Context: an optimization exercise on an open-source flow, tuned for small area, a short achievable clock period and few clock cycles per item. The choices shown serve that exercise and are no tape-out recipe. RTL that was checked went through simulation tests only; none was proved equivalent to the original.

Design cordic_core, start of the top module:
module cordic_core (
    input  wire        clk,
    input  wire        rst,
    input  wire        start,
    input  wire [15:0] angle,
    output wire [15:0] sin_out,
    output wire [15:0] cos_out,
    output reg         busy
);
Size in the first run: ~1000 cells after synthesis, roughly 59 flip-flops, ~0.0062 mm^2 of cells after synthesis.
==> module uvadd, before the edit <==
module uvadd(input [15:0] a, input [15:0] b, input c, output [15:0] y);
  assign y = a + b + {15'd0, c};
endmodule
==> flow/config.mk <==
export PLATFORM = sky130hd
export DESIGN_NAME = cordic_core
export DESIGN_NICKNAME = cordic_core
export VERILOG_FILES = /design/flow/design.v
export SDC_FILE = /design/flow/constraint.sdc
export NUM_CORES = 4
export LEC_CHECK = 0
export ABC_AREA = 1
export CAP_MARGIN = 20
export CORE_MARGIN = 2
export CORE_UTILIZATION = 40
export CTS_BUF_LIST = sky130_fd_sc_hd__clkbuf_8
export SETUP_SLACK_MARGIN = 1.5
export SLEW_MARGIN = 20
==> flow/constraint.sdc <==
create_clock -name core_clock -period 5.0 [get_ports {clk}]
set_input_delay 1.0000 -clock core_clock [delete_from_list [all_inputs] [get_ports {clk}]]
set_output_delay 1.0000 -clock core_clock [all_outputs]
set_load 0.01 [all_outputs]
standard.sh (not shown) runs the stock make flow with config.mk's settings and CLKGATE_MAP_FILE= SYNTH_SCRIPT=/design/flow/synth_recipe.tcl, a recipe that flattens the netlist after the stock synthesis.
==> flow/flow/run.sh <==
#!/bin/bash
set -o pipefail
export BUFFER_PORTS_ARGS="-buffer_cell sky130_fd_sc_hd__buf_1"
cat standard.sh > standard.sh.copy.log
bash standard.sh > standard.log 2>&1
Testbench counts at the start, summed over its fixed seeds: cycles 62,408, items 4,800.
Then changed:
--- a/flow/design.v
+++ b/flow/design.v
@@ -106,5 +106,57 @@
 endmodule
 module uvadd(input [15:0] a, input [15:0] b, input c, output [15:0] y);
-  assign y = a + b + {15'd0, c};
+  wire [15:0] p = a ^ b;
+  wire [15:0] g0 = a & b;
+  wire G_0_c = g0[0] | (p[0] & c);
+  wire G_1_c = g0[1] | (p[1] & G_0_c);
+  wire G_3_2 = g0[3] | (p[3] & g0[2]);
+  wire P_3_2 = p[3] & p[2];
+  wire G_5_4 = g0[5] | (p[5] & g0[4]);
+  wire P_5_4 = p[5] & p[4];
+  wire G_7_6 = g0[7] | (p[7] & g0[6]);
+  wire P_7_6 = p[7] & p[6];
+  wire G_9_8 = g0[9] | (p[9] & g0[8]);
+  wire P_9_8 = p[9] & p[8];
+  wire G_11_10 = g0[11] | (p[11] & g0[10]);
+  wire P_11_10 = p[11] & p[10];
+  wire G_13_12 = g0[13] | (p[13] & g0[12]);
+  wire P_13_12 = p[13] & p[12];
+  wire G_15_14 = g0[15] | (p[15] & g0[14]);
+  wire P_15_14 = p[15] & p[14];
+  wire G_2_c = g0[2] | (p[2] & G_1_c);
+  wire G_3_c = G_3_2 | (P_3_2 & G_1_c);
+  wire G_6_4 = g0[6] | (p[6] & G_5_4);
+  wire P_6_4 = p[6] & P_5_4;
+  wire G_7_4 = G_7_6 | (P_7_6 & G_5_4);
+  wire P_7_4 = P_7_6 & P_5_4;
+  wire G_10_8 = g0[10] | (p[10] & G_9_8);
+  wire P_10_8 = p[10] & P_9_8;
+  wire G_11_8 = G_11_10 | (P_11_10 & G_9_8);
+  wire P_11_8 = P_11_10 & P_9_8;
+  wire G_14_12 = g0[14] | (p[14] & G_13_12);
+  wire P_14_12 = p[14] & P_13_12;
+  wire G_15_12 = G_15_14 | (P_15_14 & G_13_12);
+  wire P_15_12 = P_15_14 & P_13_12;
+  wire G_4_c = g0[4] | (p[4] & G_3_c);
+  wire G_5_c = G_5_4 | (P_5_4 & G_3_c);
+  wire G_6_c = G_6_4 | (P_6_4 & G_3_c);
+  wire G_7_c = G_7_4 | (P_7_4 & G_3_c);
+  wire G_12_8 = g0[12] | (p[12] & G_11_8);
+  wire P_12_8 = p[12] & P_11_8;
+  wire G_13_8 = G_13_12 | (P_13_12 & G_11_8);
+  wire P_13_8 = P_13_12 & P_11_8;
+  wire G_14_8 = G_14_12 | (P_14_12 & G_11_8);
+  wire P_14_8 = P_14_12 & P_11_8;
+  wire G_15_8 = G_15_12 | (P_15_12 & G_11_8);
+  wire P_15_8 = P_15_12 & P_11_8;
+  wire G_8_c = g0[8] | (p[8] & G_7_c);
+  wire G_9_c = G_9_8 | (P_9_8 & G_7_c);
+  wire G_10_c = G_10_8 | (P_10_8 & G_7_c);
+  wire G_11_c = G_11_8 | (P_11_8 & G_7_c);
+  wire G_12_c = G_12_8 | (P_12_8 & G_7_c);
+  wire G_13_c = G_13_8 | (P_13_8 & G_7_c);
+  wire G_14_c = G_14_8 | (P_14_8 & G_7_c);
+  wire G_15_c = G_15_8 | (P_15_8 & G_7_c);
+  assign y = p ^ {G_14_c, G_13_c, G_12_c, G_11_c, G_10_c, G_9_c, G_8_c, G_7_c, G_6_c, G_5_c, G_4_c, G_3_c, G_2_c, G_1_c, G_0_c, c};
 endmodule
 module zadd(input [12:0] a, input [12:0] b, input c, output [12:0] y);
What happened: The new run finished with timing, DRC and antenna clean; sequential share of layout area stays flat; wire length fell by a few percent; clock skew rose by 0.0042 ns; worst hold slack gets worse by 0.014 ns; global-route usage stays flat.
Function not checked in the second run of this note: the RTL went through the layout flow alone.

## the reference run
cordic_core, a different RTL version from the one above (not shown whole).
Size in the first run: ~59 flip-flops, about 52 I/O pins, ~6000 um^2 of cells after synthesis.
Design cordic_core, start of the top module:
module cordic_core (
    input  wire        clk,
    input  wire        rst,
    input  wire        start,
    input  wire [15:0] angle,
    output wire [15:0] sin_out,
    output wire [15:0] cos_out,
    output reg         busy
);
==> module cordic_core, before the edit <==
module cordic_core (
    input  wire        clk,
    input  wire        rst,
    input  wire        start,
    input  wire [15:0] angle,
    output wire [15:0] sin_out,
    output wire [15:0] cos_out,
    output reg         busy
);
    reg  [15:0] u, v;        
    reg  [12:0] z;           
    reg  [3:0]  j;           
    reg         pu, pv;      
    reg         lpu, lpv;    
    reg         dv;          
    reg         cu0, cu1;    
    reg         cv0, cv1;    
    assign sin_out = u;
    assign cos_out = v;
    wire acc = start & ~busy;
    wire [13:0] th = angle[13:0];
    wire        d1 = th[13];
    wire        d2 = d1 ? (th >= 14'd13028) : (th >= 14'd3356);
    reg  [15:0] x3, y3;
    reg  [12:0] c3;          
    always @(*) begin
        case ({d1, d2})
            2'b00: begin x3 = 16'd16170; y3 = 16'd1245;  c3 = 13'd801;  end
            2'b01: begin x3 = 16'd13682; y3 = 16'd8707;  c3 = 13'd5911; end
            2'b10: begin x3 = 16'd8707;  y3 = 16'd13682; c3 = 13'd2281; end
            default: begin x3 = 16'd1245; y3 = 16'd16170; c3 = 13'd7391; end
        endcase
    end
    wire [15:0] uini = (angle[14] ? x3 : y3) ^ {16{angle[15]}};
    wire [15:0] vini = (angle[14] ? y3 : x3) ^ {16{angle[15] ^ angle[14]}};
    wire [12:0] at =
        (j == 4'd0)  ? 13'd1297 :
        (j == 4'd1)  ? 13'd651 :
        (j == 4'd2)  ? 13'd326 :
        (j == 4'd3)  ? 13'd163 :
        (j == 4'd4)  ? 13'd81 :
        (j == 4'd5)  ? 13'd41 :
        (j == 4'd6)  ? 13'd20 :
        (j == 4'd7)  ? 13'd10 :
        (j == 4'd8)  ? 13'd5 :
        (j == 4'd9)  ? 13'd3 :
        (j == 4'd10) ? 13'd1 :
        (j == 4'd11) ? 13'd1 : 13'd0;
    wire        d    = ~z[12];                  
    wire        zsub = ~busy | d;
    wire [12:0] za   = busy ? z : angle[12:0];
    wire [12:0] zb   = (busy ? at : c3) ^ {13{zsub}};
    wire [12:0] znxt;
    zadd ZADD (.a(za), .b(zb), .c(zsub), .y(znxt));
    wire        du   = d;                       
    wire        subu = du ^ ~pv;
    wire        subv = dv ^ pu;
    wire        mu   = busy ? ~du : v[15];
    wire        mv   = busy ? dv : u[15];
    wire        fixu = lpu & subu;
    wire        fixv = lpv & subv;
    wire        ciu  = du ? cu1 : cu0;          
    wire        civ  = dv ? cv1 : cv0;          
    wire        fu   = fixu ? ~du : v[15];
    wire        fv   = fixv ? dv : u[15];
    wire [12:0] sv1 = j[0] ? {fu, v[15:4]} : v[15:3];
    wire [12:0] sv2 = j[1] ? {{2{fu}}, sv1[12:2]} : sv1;
    wire [12:0] sv3 = j[2] ? {{4{fu}}, sv2[12:4]} : sv2;
    wire [12:0] sv4 = j[3] ? {{8{fu}}, sv3[12:8]} : sv3;
    wire [12:0] su1 = j[0] ? {fv, u[15:4]} : u[15:3];
    wire [12:0] su2 = j[1] ? {{2{fv}}, su1[12:2]} : su1;
    wire [12:0] su3 = j[2] ? {{4{fv}}, su2[12:4]} : su2;
    wire [12:0] su4 = j[3] ? {{8{fv}}, su3[12:8]} : su3;
    wire [15:0] opu = ({{3{fu}}, sv4} ^ {16{mu}}) ^ {14'd0, fixu, 1'b0};
    wire [15:0] opv = ({{3{fv}}, su4} ^ {16{mv}}) ^ {14'd0, fixv, 1'b0};
    wire [15:0] unxt, vnxt;
    uvadd UADD (.a(u), .b(opu), .c(ciu), .y(unxt));
    uvadd VADD (.a(v), .b(opv), .c(civ), .y(vnxt));
    wire lastn = busy & (j == 4'd10);           
    wire busyn = acc | (busy & (j != 4'd11));
    wire pun   = busy ? pu : angle[15];
    wire pvn   = busy ? pv : angle[15] ^ angle[14];
    wire ku    = ~pvn ^ (lastn & pun);           
    wire kv    = pun ^ (lastn & pvn);            
    always @(posedge clk or posedge rst) begin
        if (rst)
            busy <= 1'b0;
        else
            busy <= busyn;
    end
    always @(posedge clk) begin
        j   <= busy ? j + 4'd1 : (acc ? 4'd0 : 4'd12);
        lpu <= lastn & pu;
        lpv <= lastn & pv;
        z   <= znxt;
        pu  <= pun;
        pv  <= pvn;
        dv  <= ~znxt[12];
        cu0 <= busyn & ku;
        cu1 <= busyn & ~ku;
        cv0 <= busyn & kv;
        cv1 <= busyn & ~kv;
        u <= acc ? uini : unxt;
        v <= acc ? vini : vnxt;
    end
endmodule
==> module uvadd, before the edit <==
module uvadd(input [15:0] a, input [15:0] b, input c, output [15:0] y);
  wire [15:0] p = a ^ b;
  wire [15:0] g0 = a & b;
  wire G_0_c = g0[0] | (p[0] & c);
  wire G_1_c = g0[1] | (p[1] & G_0_c);
  wire G_3_2 = g0[3] | (p[3] & g0[2]);
  wire P_3_2 = p[3] & p[2];
  wire G_5_4 = g0[5] | (p[5] & g0[4]);
  wire P_5_4 = p[5] & p[4];
  wire G_7_6 = g0[7] | (p[7] & g0[6]);
  wire P_7_6 = p[7] & p[6];
  wire G_9_8 = g0[9] | (p[9] & g0[8]);
  wire P_9_8 = p[9] & p[8];
  wire G_11_10 = g0[11] | (p[11] & g0[10]);
  wire P_11_10 = p[11] & p[10];
  wire G_13_12 = g0[13] | (p[13] & g0[12]);
  wire P_13_12 = p[13] & p[12];
  wire G_15_14 = g0[15] | (p[15] & g0[14]);
  wire P_15_14 = p[15] & p[14];
  wire G_3_c = G_3_2 | (P_3_2 & G_1_c);
  wire G_7_4 = G_7_6 | (P_7_6 & G_5_4);
  wire P_7_4 = P_7_6 & P_5_4;
  wire G_11_8 = G_11_10 | (P_11_10 & G_9_8);
  wire P_11_8 = P_11_10 & P_9_8;
  wire G_15_12 = G_15_14 | (P_15_14 & G_13_12);
  wire P_15_12 = P_15_14 & P_13_12;
  wire G_7_c = G_7_4 | (P_7_4 & G_3_c);
  wire G_15_8 = G_15_12 | (P_15_12 & G_11_8);
  wire P_15_8 = P_15_12 & P_11_8;
  wire G_15_c = G_15_8 | (P_15_8 & G_7_c);
  wire G_11_c = G_11_8 | (P_11_8 & G_7_c);
  wire G_5_c = G_5_4 | (P_5_4 & G_3_c);
  wire G_9_c = G_9_8 | (P_9_8 & G_7_c);
  wire G_13_c = G_13_12 | (P_13_12 & G_11_c);
  wire G_2_c = g0[2] | (p[2] & G_1_c);
  wire G_4_c = g0[4] | (p[4] & G_3_c);
  wire G_6_c = g0[6] | (p[6] & G_5_c);
  wire G_8_c = g0[8] | (p[8] & G_7_c);
  wire G_10_c = g0[10] | (p[10] & G_9_c);
  wire G_12_c = g0[12] | (p[12] & G_11_c);
  wire G_14_c = g0[14] | (p[14] & G_13_c);
  assign y = p ^ {G_14_c, G_13_c, G_12_c, G_11_c, G_10_c, G_9_c, G_8_c, G_7_c, G_6_c, G_5_c, G_4_c, G_3_c, G_2_c, G_1_c, G_0_c, c};
endmodule
==> flow/config.mk <==
export PLATFORM = sky130hd
export DESIGN_NAME = cordic_core
export DESIGN_NICKNAME = cordic_core
export VERILOG_FILES = /design/flow/design.v
export SDC_FILE = /design/flow/constraint.sdc
export NUM_CORES = 4
export LEC_CHECK = 0
export ABC_AREA = 1
export CAP_MARGIN = 20
export CORE_MARGIN = 2
export CORE_UTILIZATION = 40
export CTS_BUF_LIST = sky130_fd_sc_hd__clkbuf_8
export SETUP_SLACK_MARGIN = 1.5
export SLEW_MARGIN = 20
==> flow/constraint.sdc <==
create_clock -name core_clock -period 5.0 [get_ports {clk}]
set_input_delay 1.0000 -clock core_clock [delete_from_list [all_inputs] [get_ports {clk}]]
set_output_delay 1.0000 -clock core_clock [all_outputs]
set_load 0.01 [all_outputs]
Scripts as last shown in full above: flow/flow/run.sh
Input-level comparison between the trial run and the reference run:
-- flow/design.v --
<<< the reference run, line 11
    reg  [12:0] z;           
    reg  [3:0]  j;           
    reg         pu, pv;      
    reg         lpu, lpv;    
>>> the trial run, line 11
    reg  [12:0] z;           
    reg  [3:0]  j;           
    reg  [3:0]  ju;          
    reg         pu, pv;      
    reg         lpu, lpv;    
<<< the reference run, line 68
    wire [12:0] sv3 = j[2] ? {{4{fu}}, sv2[12:4]} : sv2;
    wire [12:0] sv4 = j[3] ? {{8{fu}}, sv3[12:8]} : sv3;
    wire [12:0] su1 = j[0] ? {fv, u[15:4]} : u[15:3];
    wire [12:0] su2 = j[1] ? {{2{fv}}, su1[12:2]} : su1;
    wire [12:0] su3 = j[2] ? {{4{fv}}, su2[12:4]} : su2;
    wire [12:0] su4 = j[3] ? {{8{fv}}, su3[12:8]} : su3;
    wire [15:0] opu = ({{3{fu}}, sv4} ^ {16{mu}}) ^ {14'd0, fixu, 1'b0};
    wire [15:0] opv = ({{3{fv}}, su4} ^ {16{mv}}) ^ {14'd0, fixv, 1'b0};
>>> the trial run, line 69
    wire [12:0] sv3 = j[2] ? {{4{fu}}, sv2[12:4]} : sv2;
    wire [12:0] sv4 = j[3] ? {{8{fu}}, sv3[12:8]} : sv3;
    wire [12:0] su1 = ju[0] ? {fv, u[15:4]} : u[15:3];
    wire [12:0] su2 = ju[1] ? {{2{fv}}, su1[12:2]} : su1;
    wire [12:0] su3 = ju[2] ? {{4{fv}}, su2[12:4]} : su2;
    wire [12:0] su4 = ju[3] ? {{8{fv}}, su3[12:8]} : su3;
    wire [15:0] opu = ({{3{fu}}, sv4} ^ {16{mu}}) ^ {14'd0, fixu, 1'b0};
    wire [15:0] opv = ({{3{fv}}, su4} ^ {16{mv}}) ^ {14'd0, fixv, 1'b0};
<<< the reference run, line 91
    always @(posedge clk) begin
        j   <= busy ? j + 4'd1 : (acc ? 4'd0 : 4'd12);
        lpu <= lastn & pu;
        lpv <= lastn & pv;
>>> the trial run, line 92
    always @(posedge clk) begin
        j   <= busy ? j + 4'd1 : (acc ? 4'd0 : 4'd12);
        ju  <= busy ? ju + 4'd1 : (acc ? 4'd0 : 4'd12);
        lpu <= lastn & pu;
        lpv <= lastn & pv;
<<< the reference run, line 106
endmodule
module uvadd(input [15:0] a, input [15:0] b, input c, output [15:0] y);
  wire [15:0] p = a ^ b;
  wire [15:0] g0 = a & b;
  wire G_0_c = g0[0] | (p[0] & c);
  wire G_1_c = g0[1] | (p[1] & G_0_c);
  wire G_3_2 = g0[3] | (p[3] & g0[2]);
  wire P_3_2 = p[3] & p[2];
  wire G_5_4 = g0[5] | (p[5] & g0[4]);
  wire P_5_4 = p[5] & p[4];
  wire G_7_6 = g0[7] | (p[7] & g0[6]);
  wire P_7_6 = p[7] & p[6];
  wire G_9_8 = g0[9] | (p[9] & g0[8]);
  wire P_9_8 = p[9] & p[8];
  wire G_11_10 = g0[11] | (p[11] & g0[10]);
  wire P_11_10 = p[11] & p[10];
  wire G_13_12 = g0[13] | (p[13] & g0[12]);
  wire P_13_12 = p[13] & p[12];
  wire G_15_14 = g0[15] | (p[15] & g0[14]);
  wire P_15_14 = p[15] & p[14];
  wire G_3_c = G_3_2 | (P_3_2 & G_1_c);
  wire G_7_4 = G_7_6 | (P_7_6 & G_5_4);
  wire P_7_4 = P_7_6 & P_5_4;
  wire G_11_8 = G_11_10 | (P_11_10 & G_9_8);
  wire P_11_8 = P_11_10 & P_9_8;
  wire G_15_12 = G_15_14 | (P_15_14 & G_13_12);
  wire P_15_12 = P_15_14 & P_13_12;
  wire G_7_c = G_7_4 | (P_7_4 & G_3_c);
  wire G_15_8 = G_15_12 | (P_15_12 & G_11_8);
  wire P_15_8 = P_15_12 & P_11_8;
  wire G_15_c = G_15_8 | (P_15_8 & G_7_c);
  wire G_11_c = G_11_8 | (P_11_8 & G_7_c);
  wire G_5_c = G_5_4 | (P_5_4 & G_3_c);
  wire G_9_c = G_9_8 | (P_9_8 & G_7_c);
  wire G_13_c = G_13_12 | (P_13_12 & G_11_c);
  wire G_2_c = g0[2] | (p[2] & G_1_c);
  wire G_4_c = g0[4] | (p[4] & G_3_c);
  wire G_6_c = g0[6] | (p[6] & G_5_c);
  wire G_8_c = g0[8] | (p[8] & G_7_c);
  wire G_10_c = g0[10] | (p[10] & G_9_c);
  wire G_12_c = g0[12] | (p[12] & G_11_c);
  wire G_14_c = g0[14] | (p[14] & G_13_c);
  assign y = p ^ {G_14_c, G_13_c, G_12_c, G_11_c, G_10_c, G_9_c, G_8_c, G_7_c, G_6_c, G_5_c, G_4_c, G_3_c, G_2_c, G_1_c, G_0_c, c};
endmodule
module zadd(input [12:0] a, input [12:0] b, input c, output [12:0] y);
>>> the trial run, line 108
endmodule
module uvadd(input [15:0] a, input [15:0] b, input c, output [15:0] y);
  assign y = a + b + {15'd0, c};
endmodule
module zadd(input [12:0] a, input [12:0] b, input c, output [12:0] y);
Results
Mean instance size in the synthesized netlist was higher in the run labelled the reference run.
The run with more setup slack is the trial run; the reference run has less.
The trial run — pre-CTS setup slack 190 ps higher, the reference run as reference
When the final numbers for the reference run and the trial run were put side by side, the number of antenna violations at the first check in global routing turned out to be greater in the trial run.
The higher half-perimeter wire length of the detailed placement result came out of the trial run.
Looking only at last weighted congestion value of the routability-driven placer, and setting everything else aside, the higher value of the reference run and the trial run goes to the trial run.
Measured against each other, the reference run and the trial run differ in share of the cycle needed by the critical path after routing, the lower figure coming from the trial run.
Of the reference run and the trial run, the reference run shows the lower wire length, with the trial run above it.
Summary of the trial run over the reference run: critical path depth went down, number of flip-flops and latches shows an increase of 4, first-pass GRT wire length picked up an extra 5.3%.
Headroom to the max-slew limit: higher on the reference run
Function was not checked in any run of this note: the RTL went through the layout flow alone.

## port drivers added, routing unchanged
In the flow no input, the clock included, has a driving cell. The finished layouts below were timed again as built, in two steps. Step 1, drivers: a clkbuf_16 drives clk and a buf_2 each remaining input, both assumed. Step 2 times the ports against the registers' clock, not the clock port: input delays grow and output delays shrink by t, the midpoint of the rising clock arrivals with the driver on. a / b / c = no drivers / after step 1 / after step 2; a / b = the first two.
run | shift t [ns] | setup slack, ns | worst setup path at the end | worst register clock-pin slew, ns | worst data-port slew with drivers (ns)
the first run of note 1 | 0.405 | 1.687 / 1.687 / 1.416 | input to register | 0.08 / 0.08 | 0.03
the second run of note 1 | 0.416 | 1.587 / 1.587 / 1.322 | input to register | 0.09 / 0.09 | 0.03
the reference run | 0.405 | 1.271 / 1.271 / 1.271 | register to register | 0.07 / 0.07 | 0.03
the trial run | 0.402 | 1.690 / 1.707 / 1.305 | input to register | 0.08 / 0.08 | 0.09
After both steps every run listed still meets setup and hold. The setup slack of the trial run, which loses most, moves by +0.017 ns with the drivers and by -0.385 ns with both steps.
